What follows belongs to an exercise in optimizing a design on an open flow for small area, a short achievable clock period and few clock cycles; a production flow would make more cautious choices. At most, simulation tests tie the RTL to the original design; equivalence was not proved.

==> inputs of build 2 <==
==> flow/design.v <==
module regfile
(
    input  logic        clk,
    input  logic        async_rst_n,
    input  logic        write_enable,    
    input  logic [4:0]  write_addr,
    input  logic [31:0] write_data,
    input  logic [4:0]  rs1_addr,
    input  logic [4:0]  rs2_addr,
    output logic [31:0] rs1_data,
    output logic [31:0] rs2_data
);
    logic [31:0] rf [1:31];
    logic [31:0] written;    
    genvar i;
    generate
        for (i = 1; i < 32; i = i + 1) begin : g_reg
            always_ff @(posedge clk) begin
                if (write_enable && write_addr == i)
                    rf[i] <= write_data;
            end
            always_ff @(posedge clk or negedge async_rst_n) begin
                if (!async_rst_n)
                    written[i] <= 1'b0;
                else if (write_enable && write_addr == i)
                    written[i] <= 1'b1;
            end
        end
    endgenerate
    assign written[0] = 1'b0;
    logic [31:0] sel1, sel2;
    always_comb begin
        for (int k = 0; k < 32; k++) begin
            sel1[k] = (rs1_addr == k) && written[k];
            sel2[k] = (rs2_addr == k) && written[k];
        end
    end
    always_comb begin
        rs1_data = '0;
        rs2_data = '0;
        for (int k = 1; k < 32; k++) begin
            rs1_data = rs1_data | ({32{sel1[k]}} & rf[k]);
            rs2_data = rs2_data | ({32{sel2[k]}} & rf[k]);
        end
    end
endmodule
module ks_add
#(
    parameter int W = 32
)
(
    input  logic [W-1:0] a,
    input  logic [W-1:0] b,
    input  logic         cin,
    output logic [W-1:0] sum,
    output logic         cout
);
    localparam int L = $clog2(W);
    logic [W-1:0] g [0:L];
    logic [W-1:0] p [0:L];
    logic [W-1:0] p0;
    assign p0 = a ^ b;
    always_comb begin
        g[0] = a & b;
        p[0] = p0;
        g[0][0] = (a[0] & b[0]) | (p0[0] & cin);
        for (int l = 0; l < L; l++) begin
            for (int i = 0; i < W; i++) begin
                if (i >= (1 << l)) begin
                    g[l+1][i] = g[l][i] | (p[l][i] & g[l][i - (1 << l)]);
                    p[l+1][i] = p[l][i] & p[l][i - (1 << l)];
                end
                else begin
                    g[l+1][i] = g[l][i];
                    p[l+1][i] = p[l][i];
                end
            end
        end
    end
    assign sum[0] = p0[0] ^ cin;
    always_comb begin
        for (int i = 1; i < W; i++) sum[i] = p0[i] ^ g[L][i-1];
    end
    assign cout = g[L][W-1];
endmodule
module br_cond
(
    input  logic [31:0] p,
    input  logic [31:0] q,
    input  logic [2:0]  f3,
    output logic        c
);
    always_comb begin
        if (!f3[2])     c = p == q;
        else if (f3[1]) c = p < q;
        else            c = $signed(p) < $signed(q);
    end
endmodule
module core
#(
    parameter PC_WIDTH = 32,
    parameter DATA_WIDTH = 32
)
(
    input  logic        clk,
    input  logic        async_rst_n,
    output logic [PC_WIDTH-1:0]   PC_F,
    input  logic [DATA_WIDTH-1:0] instruction,
    output logic                  write_enable,
    output logic [DATA_WIDTH-1:0] addr,
    output logic [DATA_WIDTH-1:0] data_to_dmem,
    output logic [3:0]            byte_enablers,
    input  logic [DATA_WIDTH-1:0] data_from_dmem
);
    localparam int R_SUM  = 0;
    localparam int R_XOR  = 1;
    localparam int R_OR   = 2;
    localparam int R_AND  = 3;
    localparam int R_SH   = 4;
    localparam int R_SLT  = 5;
    localparam int R_SLTU = 6;
    localparam int R_X    = 7;
    logic        stall_F;
    logic        redirect_E;
    logic [31:2] redirect_pc_E;
    logic        rw_E, ld_E;
    logic [4:0]  rd_E;
    logic        rw_M;
    logic [4:0]  rd_M;
    logic [31:0] res_M, wb_next;
    logic [31:2] pc_q;
    assign PC_F = {pc_q, 2'b00};
    logic [31:0] ir;
    assign ir = instruction;
    logic [4:0] rd_F, rs1_F, rs2_F;
    logic [2:0] f3_F;
    assign rd_F  = ir[11:7];
    assign f3_F  = ir[14:12];
    assign rs1_F = ir[19:15];
    assign rs2_F = ir[24:20];
    logic is_lui, is_auipc, is_jal, is_jalr, is_br, is_load, is_store, is_opimm, is_op;
    assign is_lui   = ir[6:2] == 5'b01101;
    assign is_auipc = ir[6:2] == 5'b00101;
    assign is_jal   = ir[6:2] == 5'b11011;
    assign is_jalr  = ir[6:2] == 5'b11001;
    assign is_br    = ir[6:2] == 5'b11000;
    assign is_load  = ir[6:2] == 5'b00000;
    assign is_store = ir[6:2] == 5'b01000;
    assign is_opimm = ir[6:2] == 5'b00100;
    assign is_op    = ir[6:2] == 5'b01100;
    logic pred_F;
    assign pred_F = is_jal || (is_br && ir[31]);
    logic [31:2] f_imm;
    always_comb begin
        if (!ir[2])
            f_imm = {{19{ir[31]}}, ir[31], ir[7], ir[30:25], ir[11:9]};
        else if (ir[3])
            f_imm = {{11{ir[31]}}, ir[31], ir[19:12], ir[20], ir[30:22]};
        else
            f_imm = {ir[31:12], 10'b0};
    end
    logic [31:2] f_target, f_seq, f_alt;
    ks_add #(.W(30)) f_add (.a(pc_q), .b(f_imm), .cin(1'b0), .sum(f_target), .cout());
    assign f_seq = pc_q + 30'd1;
    assign f_alt = ((is_br && !ir[31]) || is_auipc) ? f_target : f_seq;
    logic        take_t;
    logic [31:2] pc_hold_seq, pc_next;
    assign take_t      = pred_F && !stall_F;
    assign pc_hold_seq = stall_F ? pc_q : f_seq;
    assign pc_next = ({30{redirect_E}} & redirect_pc_E)
                   | ({30{!redirect_E && take_t}} & f_target)
                   | ({30{!redirect_E && !take_t}} & pc_hold_seq);
    always_ff @(posedge clk or negedge async_rst_n) begin
        if (!async_rst_n) pc_q <= '0;
        else              pc_q <= pc_next;
    end
    logic use1, use2, rw_F;
    assign use1 = is_jalr || is_br || is_load || is_store || is_opimm || is_op;
    assign use2 = is_br || is_store || is_op;
    assign rw_F = (is_lui || is_auipc || is_jal || is_jalr || is_load || is_opimm || is_op) && (rd_F != 5'd0);
    logic [7:0] rsel_F;
    logic       sub_F;
    always_comb begin
        rsel_F = '0;
        sub_F  = 1'b0;
        if (is_op || is_opimm) begin
            case (f3_F)
                3'd0: rsel_F[R_SUM]  = 1'b1;
                3'd2: rsel_F[R_SLT]  = 1'b1;
                3'd3: rsel_F[R_SLTU] = 1'b1;
                3'd4: rsel_F[R_XOR]  = 1'b1;
                3'd6: rsel_F[R_OR]   = 1'b1;
                3'd7: rsel_F[R_AND]  = 1'b1;
                default: rsel_F[R_SH] = 1'b1;
            endcase
            sub_F = (is_op && f3_F == 3'd0 && ir[30]) || f3_F == 3'd2 || f3_F == 3'd3;
        end
        else if (is_lui || is_auipc || is_jal || is_jalr)
            rsel_F[R_X] = 1'b1;
        else begin
            rsel_F[R_SUM] = 1'b1;           
            sub_F = is_br;                  
        end
    end
    logic [31:0] rf1, rf2;
    regfile rf_i
    (
        .clk(clk),
        .async_rst_n(async_rst_n),
        .write_enable(rw_M),
        .write_addr(rd_M),
        .write_data(wb_next),
        .rs1_addr(rs1_F),
        .rs2_addr(rs2_F),
        .rs1_data(rf1),
        .rs2_data(rf2)
    );
    logic hit1_M, hit2_M;
    assign hit1_M = rw_M && rd_M == rs1_F;
    assign hit2_M = rw_M && rd_M == rs2_F;
    logic [31:0] imm_I, imm_S, imm_U;
    assign imm_I = {{20{ir[31]}}, ir[31:20]};
    assign imm_S = {{20{ir[31]}}, ir[31:25], ir[11:7]};
    assign imm_U = {ir[31:12], 12'b0};
    logic b_reg;                        
    assign b_reg = is_op || is_br || is_store;
    logic [31:0] a_F, b_F, x_F;
    always_comb begin
        a_F = ({32{hit1_M}} & wb_next)
            | ({32{!hit1_M}} & rf1);
        b_F = ({32{b_reg && hit2_M}} & wb_next)
            | ({32{b_reg && !hit2_M}} & rf2)
            | ({32{!b_reg}} & imm_I);
        x_F = ({32{is_store}} & imm_S)
            | ({32{is_lui}} & imm_U)
            | ({32{!is_store && !is_lui}} & {f_alt, 2'b00});
    end
    assign stall_F = ld_E && ((use1 && rd_E == rs1_F) || (use2 && rd_E == rs2_F));
    logic m1, m2;
    assign m1 = rw_E && rd_E == rs1_F;
    assign m2 = rw_E && rd_E == rs2_F;
    logic k_F;
    assign k_F = f3_F[0] ^ pred_F;
    logic go_F;
    assign go_F = !stall_F && !redirect_E;
    logic        st_E, br_E, jalr_E;
    logic [31:0] a_E, b_E, x_E;
    logic [7:0]  rsel_E;
    logic        sub_E, sra_E, left_E, k_E;
    logic [2:0]  f3_E;
    logic        fa_M, fb_M, ob_M, ob_E, ob_X;
    always_ff @(posedge clk or negedge async_rst_n) begin
        if (!async_rst_n) begin
            rw_E   <= 1'b0;
            ld_E   <= 1'b0;
            st_E   <= 1'b0;
            br_E   <= 1'b0;
            jalr_E <= 1'b0;
        end
        else begin
            rw_E   <= go_F && rw_F;
            ld_E   <= go_F && is_load && (rd_F != 5'd0);
            st_E   <= go_F && is_store;
            br_E   <= go_F && is_br;
            jalr_E <= go_F && is_jalr;
        end
    end
    always_ff @(posedge clk) begin
        rd_E   <= rd_F;
        a_E    <= a_F;
        b_E    <= b_F;
        x_E    <= x_F;
        rsel_E <= rsel_F;
        sub_E  <= sub_F;
        sra_E  <= ir[30];
        left_E <= !f3_F[2];
        k_E    <= k_F;
        f3_E   <= f3_F;
        fa_M   <= use1 && m1;
        fb_M   <= b_reg && m2;
        ob_M   <= b_reg && m2 && !is_store;
        ob_E   <= !(b_reg && m2) && !is_store;
        ob_X   <= is_store;
    end
    logic [31:0] a, b;
    assign a = fa_M ? res_M : a_E;
    logic [31:0] bo;
    assign b  = fb_M ? res_M : b_E;
    assign bo = ({32{ob_M}} & res_M) | ({32{ob_E}} & b_E) | ({32{ob_X}} & x_E);
    logic [31:0] sum;
    logic        cout;
    ks_add #(.W(32)) e_add (.a(a), .b(sub_E ? ~bo : bo), .cin(sub_E), .sum(sum), .cout(cout));
    logic lt, ltu;
    assign ltu = !cout;
    assign lt  = ltu ^ a[31] ^ bo[31];
    logic [31:0] sh_in, sh_out, sh;
    always_comb begin
        for (int k = 0; k < 32; k++) sh_in[k] = left_E ? a[31-k] : a[k];
    end
    assign sh_out = 32'($signed({sra_E && !left_E && a[31], sh_in}) >>> bo[4:0]);
    always_comb begin
        for (int k = 0; k < 32; k++) sh[k] = left_E ? sh_out[31-k] : sh_out[k];
    end
    logic [31:0] result_E;
    always_comb begin
        result_E = ({32{rsel_E[R_SUM]}}  & sum)
                 | ({32{rsel_E[R_XOR]}}  & (a ^ bo))
                 | ({32{rsel_E[R_OR]}}   & (a | bo))
                 | ({32{rsel_E[R_AND]}}  & (a & bo))
                 | ({32{rsel_E[R_SH]}}   & sh)
                 | ({32{rsel_E[R_SLT]}}  & {31'b0, lt})
                 | ({32{rsel_E[R_SLTU]}} & {31'b0, ltu})
                 | ({32{rsel_E[R_X]}}    & x_E);
    end
    logic c_EE, c_ME, c_EM, c_MM, cond;
    br_cond cmp_EE (.p(a_E),   .q(b_E),   .f3(f3_E), .c(c_EE));
    br_cond cmp_ME (.p(res_M), .q(b_E),   .f3(f3_E), .c(c_ME));
    br_cond cmp_EM (.p(a_E),   .q(res_M), .f3(f3_E), .c(c_EM));
    assign c_MM = !f3_E[2];             
    always_comb begin
        case ({fa_M, fb_M})
            2'b00: cond = c_EE;
            2'b10: cond = c_ME;
            2'b01: cond = c_EM;
            default: cond = c_MM;
        endcase
    end
    assign redirect_E    = (br_E && (cond ^ k_E)) || jalr_E;
    assign redirect_pc_E = jalr_E ? sum[31:2] : x_E[31:2];
    logic [31:0] sd_E;
    logic [3:0]  be_E;
    always_comb begin
        case (f3_E[1:0])
            2'd0: begin
                sd_E = {4{b[7:0]}};
                be_E = 4'b0001 << sum[1:0];
            end
            2'd1: begin
                sd_E = {2{b[15:0]}};
                be_E = sum[1] ? 4'b1100 : 4'b0011;
            end
            default: begin
                sd_E = b;
                be_E = 4'b1111;
            end
        endcase
    end
    logic        ld_M, we_M;
    logic [2:0]  f3_M;
    logic [31:0] sd_M;
    logic [3:0]  be_M;
    always_ff @(posedge clk or negedge async_rst_n) begin
        if (!async_rst_n) begin
            rw_M <= 1'b0;
            ld_M <= 1'b0;
            we_M <= 1'b0;
        end
        else begin
            rw_M <= rw_E;
            ld_M <= ld_E;
            we_M <= st_E;
        end
    end
    always_ff @(posedge clk) begin
        rd_M  <= rd_E;
        f3_M  <= f3_E;
        res_M <= result_E;
        sd_M  <= sd_E;
        be_M  <= be_E;
    end
    assign write_enable  = we_M;
    assign addr          = res_M;
    assign data_to_dmem  = sd_M;
    assign byte_enablers = be_M;
    logic [7:0]  ld_byte;
    logic [15:0] ld_half;
    logic [31:0] ld_data;
    always_comb begin
        case (res_M[1:0])
            2'd0: ld_byte = data_from_dmem[7:0];
            2'd1: ld_byte = data_from_dmem[15:8];
            2'd2: ld_byte = data_from_dmem[23:16];
            default: ld_byte = data_from_dmem[31:24];
        endcase
        ld_half = res_M[1] ? data_from_dmem[31:16] : data_from_dmem[15:0];
        case (f3_M)
            3'd0: ld_data = {{24{ld_byte[7]}}, ld_byte};
            3'd1: ld_data = {{16{ld_half[15]}}, ld_half};
            3'd4: ld_data = {24'b0, ld_byte};
            3'd5: ld_data = {16'b0, ld_half};
            default: ld_data = data_from_dmem;
        endcase
    end
    assign wb_next = ld_M ? ld_data : res_M;
endmodule
==> flow/flow/run.sh <==
#!/bin/bash
set -euo pipefail
mapfile -t ARGS < flow/make_args
bash standard.sh "${ARGS[@]}" finish > standard_flow.log 2>&1
==> flow/flow/make_args <==
SETUP_SLACK_MARGIN=5.0
CTS_ARGS=-sink_clustering_enable -repair_clock_nets -dont_use_dummy_load -buf_list sky130_fd_sc_hd__clkbuf_16 -sink_clustering_size 25 -sink_clustering_max_diameter 60
==> flow/standard.sh <==
#!/bin/bash
# synth_recipe.tcl (not shown) runs the flow's synth.tcl, then flattens the netlist and writes it again
# the make line also repeats each setting of config.mk as NAME=value (left out here)
make -C /OpenROAD-flow-scripts/flow DESIGN_CONFIG=/design/flow/config.mk WORK_HOME=/design/flow/orfs CLKGATE_MAP_FILE= SYNTH_SCRIPT=/design/flow/synth_recipe.tcl "${@:-finish}"
==> flow/config.mk <==
export PLATFORM = sky130hd
export DESIGN_NAME = core
export DESIGN_NICKNAME = core
export VERILOG_FILES = /design/flow/design.v
export SDC_FILE = /design/flow/constraint.sdc
export NUM_CORES = 8
export LEC_CHECK = 0
export CAP_MARGIN = 20
export CORE_MARGIN = 2
export CORE_UTILIZATION = 40
export SLEW_MARGIN = 20
==> flow/constraint.sdc <==
create_clock -name core_clock -period 10.0 [get_ports {clk}]
set_input_delay 2.0000 -clock core_clock [delete_from_list [all_inputs] [get_ports {clk}]]
set_output_delay 2.0000 -clock core_clock [all_outputs]
set_load 0.01 [all_outputs]
==> trial 1 (differences from build 2) <==
--- a/flow/design.v
+++ b/flow/design.v
@@ -83,18 +83,17 @@
     end
     assign cout = g[L][W-1];
 endmodule
-module br_cond
+module br_cmp
 (
     input  logic [31:0] p,
     input  logic [31:0] q,
-    input  logic [2:0]  f3,
-    output logic        c
+    output logic        eq,
+    output logic        lt,
+    output logic        ltu
 );
-    always_comb begin
-        if (!f3[2])     c = p == q;
-        else if (f3[1]) c = p < q;
-        else            c = $signed(p) < $signed(q);
-    end
+    assign eq  = p == q;
+    assign ltu = p < q;
+    assign lt  = $signed(p) < $signed(q);
 endmodule
 module core
 #(
@@ -150,19 +149,35 @@
     assign is_op    = ir[6:2] == 5'b01100;
     logic pred_F;
     assign pred_F = is_jal || (is_br && ir[31]);
-    logic [31:2] f_imm;
+    logic [20:2] f_imm;
+    always_comb begin
+        if (!ir[2])    
+            f_imm = {{9{ir[31]}}, ir[7], ir[30:25], ir[11:9]};
+        else           
+            f_imm = {ir[31], ir[19:12], ir[20], ir[30:22]};
+    end
+    logic [20:2] f_lo;
+    logic        f_c;
+    ks_add #(.W(19)) f_add (.a(pc_q[20:2]), .b(f_imm), .cin(1'b0), .sum(f_lo), .cout(f_c));
+    logic [31:21] pc_hi_p1, pc_hi_m1, f_hi;
+    assign pc_hi_p1 = pc_q[31:21] + 11'd1;
+    assign pc_hi_m1 = pc_q[31:21] - 11'd1;
+    always_comb begin
+        case ({ir[31], f_c})
+            2'b01:   f_hi = pc_hi_p1;
+            2'b10:   f_hi = pc_hi_m1;
+            default: f_hi = pc_q[31:21];
+        endcase
+    end
+    logic [31:2] f_target, f_seq, f_alt, f_auipc;
+    assign f_target = {f_hi, f_lo};
+    assign f_seq    = pc_q + 30'd1;
+    assign f_auipc  = {pc_q[31:12] + ir[31:12], pc_q[11:2]};
     always_comb begin
-        if (!ir[2])
-            f_imm = {{19{ir[31]}}, ir[31], ir[7], ir[30:25], ir[11:9]};
-        else if (ir[3])
-            f_imm = {{11{ir[31]}}, ir[31], ir[19:12], ir[20], ir[30:22]};
-        else
-            f_imm = {ir[31:12], 10'b0};
-    end
-    logic [31:2] f_target, f_seq, f_alt;
-    ks_add #(.W(30)) f_add (.a(pc_q), .b(f_imm), .cin(1'b0), .sum(f_target), .cout());
-    assign f_seq = pc_q + 30'd1;
-    assign f_alt = ((is_br && !ir[31]) || is_auipc) ? f_target : f_seq;
+        if (is_auipc)                f_alt = f_auipc;
+        else if (is_br && !ir[31])   f_alt = f_target;
+        else                         f_alt = f_seq;
+    end
     logic        take_t;
     logic [31:2] pc_hold_seq, pc_next;
     assign take_t      = pred_F && !stall_F;
@@ -199,7 +214,7 @@
             rsel_F[R_X] = 1'b1;
         else begin
             rsel_F[R_SUM] = 1'b1;           
-            sub_F = is_br;                  
+            sub_F = 1'b0;                   
         end
     end
     logic [31:0] rf1, rf2;
@@ -235,18 +250,36 @@
             | ({32{is_lui}} & imm_U)
             | ({32{!is_store && !is_lui}} & {f_alt, 2'b00});
     end
+    logic go_F;
+    assign go_F = !stall_F && !redirect_E;
     assign stall_F = ld_E && ((use1 && rd_E == rs1_F) || (use2 && rd_E == rs2_F));
     logic m1, m2;
     assign m1 = rw_E && rd_E == rs1_F;
     assign m2 = rw_E && rd_E == rs2_F;
     logic k_F;
     assign k_F = f3_F[0] ^ pred_F;
-    logic go_F;
-    assign go_F = !stall_F && !redirect_E;
-    logic        st_E, br_E, jalr_E;
+    logic fa_F, fb_F;
+    assign fa_F = use1 && m1;
+    assign fb_F = b_reg && m2;
+    logic [2:0] case_F, kind_F;         
+    assign case_F = {!fa_F && fb_F, fa_F && !fb_F, !fa_F && !fb_F};
+    assign kind_F = {f3_F[2] && f3_F[1], f3_F[2] && !f3_F[1], !f3_F[2]};
+    logic [8:0] pos_F, neg_F;
+    always_comb begin
+        for (int c = 0; c < 3; c++)
+            for (int t = 0; t < 3; t++) begin
+                pos_F[3*c+t] = go_F && is_br && case_F[c] && kind_F[t] && !k_F;
+                neg_F[3*c+t] = go_F && is_br && case_F[c] && kind_F[t] && k_F;
+            end
+    end
+    logic mpc_F;
+    assign mpc_F = go_F && is_br && fa_F && fb_F && (!f3_F[2] ^ k_F);
+    logic        st_E, jalr_E;
+    logic [8:0]  pos_E, neg_E;
+    logic        mpc_E;
     logic [31:0] a_E, b_E, x_E;
     logic [7:0]  rsel_E;
-    logic        sub_E, sra_E, left_E, k_E;
+    logic        sub_E, sra_E, left_E;
     logic [2:0]  f3_E;
     logic        fa_M, fb_M, ob_M, ob_E, ob_X;
     always_ff @(posedge clk or negedge async_rst_n) begin
@@ -254,30 +287,33 @@
             rw_E   <= 1'b0;
             ld_E   <= 1'b0;
             st_E   <= 1'b0;
-            br_E   <= 1'b0;
             jalr_E <= 1'b0;
+            pos_E  <= '0;
+            neg_E  <= '0;
+            mpc_E  <= 1'b0;
         end
         else begin
             rw_E   <= go_F && rw_F;
             ld_E   <= go_F && is_load && (rd_F != 5'd0);
             st_E   <= go_F && is_store;
-            br_E   <= go_F && is_br;
             jalr_E <= go_F && is_jalr;
+            pos_E  <= pos_F;
+            neg_E  <= neg_F;
+            mpc_E  <= mpc_F;
         end
     end
     always_ff @(posedge clk) begin
         rd_E   <= rd_F;
         a_E    <= a_F;
-        b_E    <= b_F;
+        b_E    <= sub_F ? ~b_F : b_F;    
         x_E    <= x_F;
         rsel_E <= rsel_F;
         sub_E  <= sub_F;
         sra_E  <= ir[30];
         left_E <= !f3_F[2];
-        k_E    <= k_F;
         f3_E   <= f3_F;
-        fa_M   <= use1 && m1;
-        fb_M   <= b_reg && m2;
+        fa_M   <= fa_F;
+        fb_M   <= fb_F;
         ob_M   <= b_reg && m2 && !is_store;
         ob_E   <= !(b_reg && m2) && !is_store;
         ob_X   <= is_store;
@@ -286,13 +322,13 @@
     assign a = fa_M ? res_M : a_E;
     logic [31:0] bo;
     assign b  = fb_M ? res_M : b_E;
-    assign bo = ({32{ob_M}} & res_M) | ({32{ob_E}} & b_E) | ({32{ob_X}} & x_E);
+    assign bo = ({32{ob_M}} & (res_M ^ {32{sub_E}})) | ({32{ob_E}} & b_E) | ({32{ob_X}} & x_E);
     logic [31:0] sum;
     logic        cout;
-    ks_add #(.W(32)) e_add (.a(a), .b(sub_E ? ~bo : bo), .cin(sub_E), .sum(sum), .cout(cout));
+    ks_add #(.W(32)) e_add (.a(a), .b(bo), .cin(sub_E), .sum(sum), .cout(cout));
     logic lt, ltu;
     assign ltu = !cout;
-    assign lt  = ltu ^ a[31] ^ bo[31];
+    assign lt  = ltu ^ a[31] ^ !bo[31];    
     logic [31:0] sh_in, sh_out, sh;
     always_comb begin
         for (int k = 0; k < 32; k++) sh_in[k] = left_E ? a[31-k] : a[k];
@@ -312,20 +348,11 @@
                  | ({32{rsel_E[R_SLTU]}} & {31'b0, ltu})
                  | ({32{rsel_E[R_X]}}    & x_E);
     end
-    logic c_EE, c_ME, c_EM, c_MM, cond;
-    br_cond cmp_EE (.p(a_E),   .q(b_E),   .f3(f3_E), .c(c_EE));
-    br_cond cmp_ME (.p(res_M), .q(b_E),   .f3(f3_E), .c(c_ME));
-    br_cond cmp_EM (.p(a_E),   .q(res_M), .f3(f3_E), .c(c_EM));
-    assign c_MM = !f3_E[2];             
-    always_comb begin
-        case ({fa_M, fb_M})
-            2'b00: cond = c_EE;
-            2'b10: cond = c_ME;
-            2'b01: cond = c_EM;
-            default: cond = c_MM;
-        endcase
-    end
-    assign redirect_E    = (br_E && (cond ^ k_E)) || jalr_E;
+    logic [8:0] r;
+    br_cmp cmp_EE (.p(a_E),   .q(b_E),   .eq(r[0]), .lt(r[1]), .ltu(r[2]));
+    br_cmp cmp_ME (.p(res_M), .q(b_E),   .eq(r[3]), .lt(r[4]), .ltu(r[5]));
+    br_cmp cmp_EM (.p(a_E),   .q(res_M), .eq(r[6]), .lt(r[7]), .ltu(r[8]));
+    assign redirect_E    = |(pos_E & r) || |(neg_E & ~r) || mpc_E || jalr_E;
     assign redirect_pc_E = jalr_E ? sum[31:2] : x_E[31:2];
     logic [31:0] sd_E;
     logic [3:0]  be_E;
@@ -349,6 +376,7 @@
     logic [2:0]  f3_M;
     logic [31:0] sd_M;
     logic [3:0]  be_M;
+    logic [31:0] addr_M;              
     always_ff @(posedge clk or negedge async_rst_n) begin
         if (!async_rst_n) begin
             rw_M <= 1'b0;
@@ -365,24 +393,25 @@
         rd_M  <= rd_E;
         f3_M  <= f3_E;
         res_M <= result_E;
+        addr_M <= sum;
         sd_M  <= sd_E;
         be_M  <= be_E;
     end
     assign write_enable  = we_M;
-    assign addr          = res_M;
+    assign addr          = addr_M;
     assign data_to_dmem  = sd_M;
     assign byte_enablers = be_M;
     logic [7:0]  ld_byte;
     logic [15:0] ld_half;
     logic [31:0] ld_data;
     always_comb begin
-        case (res_M[1:0])
+        case (addr_M[1:0])
             2'd0: ld_byte = data_from_dmem[7:0];
             2'd1: ld_byte = data_from_dmem[15:8];
             2'd2: ld_byte = data_from_dmem[23:16];
             default: ld_byte = data_from_dmem[31:24];
         endcase
-        ld_half = res_M[1] ? data_from_dmem[31:16] : data_from_dmem[15:0];
+        ld_half = addr_M[1] ? data_from_dmem[31:16] : data_from_dmem[15:0];
         case (f3_M)
             3'd0: ld_data = {{24{ld_byte[7]}}, ld_byte};
             3'd1: ld_data = {{16{ld_half[15]}}, ld_half};
==> flow/flow/make_args (replaced) <==
SETUP_SLACK_MARGIN=5.5
CTS_ARGS=-sink_clustering_enable -repair_clock_nets -dont_use_dummy_load -buf_list sky130_fd_sc_hd__clkbuf_16 -sink_clustering_size 25 -sink_clustering_max_diameter 60
Settings changed: PLACE_DENSITY set to 0.6.
==> build 34 (differences from build 2) <==
==> flow/flow/make_args (replaced) <==
SETUP_SLACK_MARGIN=6.0
CTS_ARGS=-sink_clustering_enable -repair_clock_nets -dont_use_dummy_load -buf_list sky130_fd_sc_hd__clkbuf_16 -sink_clustering_size 25 -sink_clustering_max_diameter 60
Settings changed: CORE_UTILIZATION 40 to 60, PLACE_DENSITY set to 0.75.
==> out/results.ini <==
[yosys]
yosys-mux-area-fraction_pct=4.047

[clock_tree]
post-cts-setup-buffers=30
ctsResizeCount=252

[global_routing]
grt_use_total_pct=37.67
met2_usage_pct=55.40

[worst_setup_path]
worstPathCellList=clkdlybuf4s15_2 > ha_1 > nor3_1 > nor2_1 > nand4_1 > o21ba_4 > o21ai_4 > a31oi_4 > o21ai_2 > a21o_1 > a21oi_2 > ha_4 > fa_2 > a21o_1 > a21oi_4 > buf_4 > o2111ai_2 > a21oi_2 > xnor2_2 > a22oi_2 > xnor2_1 > nor2_1 > nor4_1
reg2reg_slack_ps=5430

[pwr]
seq_power_w=0.00714

[outcome]
outcome=timing/DRC/antenna clean

[timing]
max_freq_mhz=175.5

[final_layout]
multi_input_area_share_pct=38.31

That was trial 1.
==> out/results.ini <==
[die]
core.rowCount=146

[final_layout]
multi_input_area_share_pct=37.56

[worst_setup_path]
critPathLaunchType=input port
reg2reg_slack_ps=5030
worstPathCellList=clkdlybuf4s15_2 > and3b_1 > and3_2 > buf_4 > a22o_1 > a221oi_1 > nand4_1 > nor3_1 > nand2_1 > o21ai_0 > o21ai_0

[drt]
drtIter0Drc=12593
dr_wl_met2_mm=131.9

[clock_tree]
ctsResizeCount=64
post-cts-setup-buffers=2

[global_routing]
met2_usage_pct=55.18
grt_use_total_pct=37.76

[pwr]
seq_power_w=0.00690
power.total_w=0.01416

[outcome]
outcome=timing/DRC/antenna clean

[yosys]
synth_compound_area_share_pct=22.11
synth_area_sq_mm=0.06360

That was build 2.
==> out/results.ini <==
[pwr]
seq_power_w=0.00699

[min_path]
whs_path_depth=0

[final_layout]
signal_buffers=541
multi_input_area_share_pct=38.16
fillCellCount=7156
diodes=30
final_common_cell=edfxtp_1

[global_routing]
grt_use_total_pct=55.73
met2_usage_pct=75.30

[worst_setup_path]
worstPathCellList=buf_8 > inv_4 > o21ai_4 > ha_4 > inv_2 > fa_2 > nand2b_4 > a21o_1 > a21oi_4 > a31oi_4 > o41a_1 > a21oi_2 > o21ai_1 > nand2b_1 > xnor2_2 > a2111oi_2 > a221o_1

[timing]
max_freq_mhz=234.3

[outcome]
outcome=timing/DRC/antenna clean

[clock_tree]
ctsResizeCount=557

[yosys]
yosys-mux-area-fraction_pct=2.754

That was build 34.
Testbench counts of build 2, summed over its fixed seeds: cycles 58,520.
Testbench counts of build 34, summed over its fixed seeds: cycles 58,520.
Function not checked in trial 1: the RTL went through the layout flow alone.

==> afterwards: timing with drivers on the ports <==
The flow's constraints put no driver on any port. The routed layouts listed below were extracted and timed again, unchanged, in two steps.
Step 1 assumes that a clkbuf_16 drives the clock port and a buf_2 every other input.
Step 2 also shifts input and output timing later by t, the mid clock arrival at the registers, as if the neighbouring blocks saw the same clock.
Three values: no drivers, after step 1, after step 2; two values: the first two.
run | shift t [ns] | slack for setup (ns) | worst slew at a driven data input, ns
build 2 | 0.819 | 4.963 / 5.029 / 4.210 | 0.10
trial 1 | 0.817 | 4.303 / 4.344 / 3.527 | 0.12
build 34 | 0.801 | 5.731 / 5.587 / 4.786 | 0.25
After both steps every run listed still meets setup and hold. The setup slack of build 34, which loses most, moves by -0.144 ns with the drivers and by -0.945 ns with both steps.
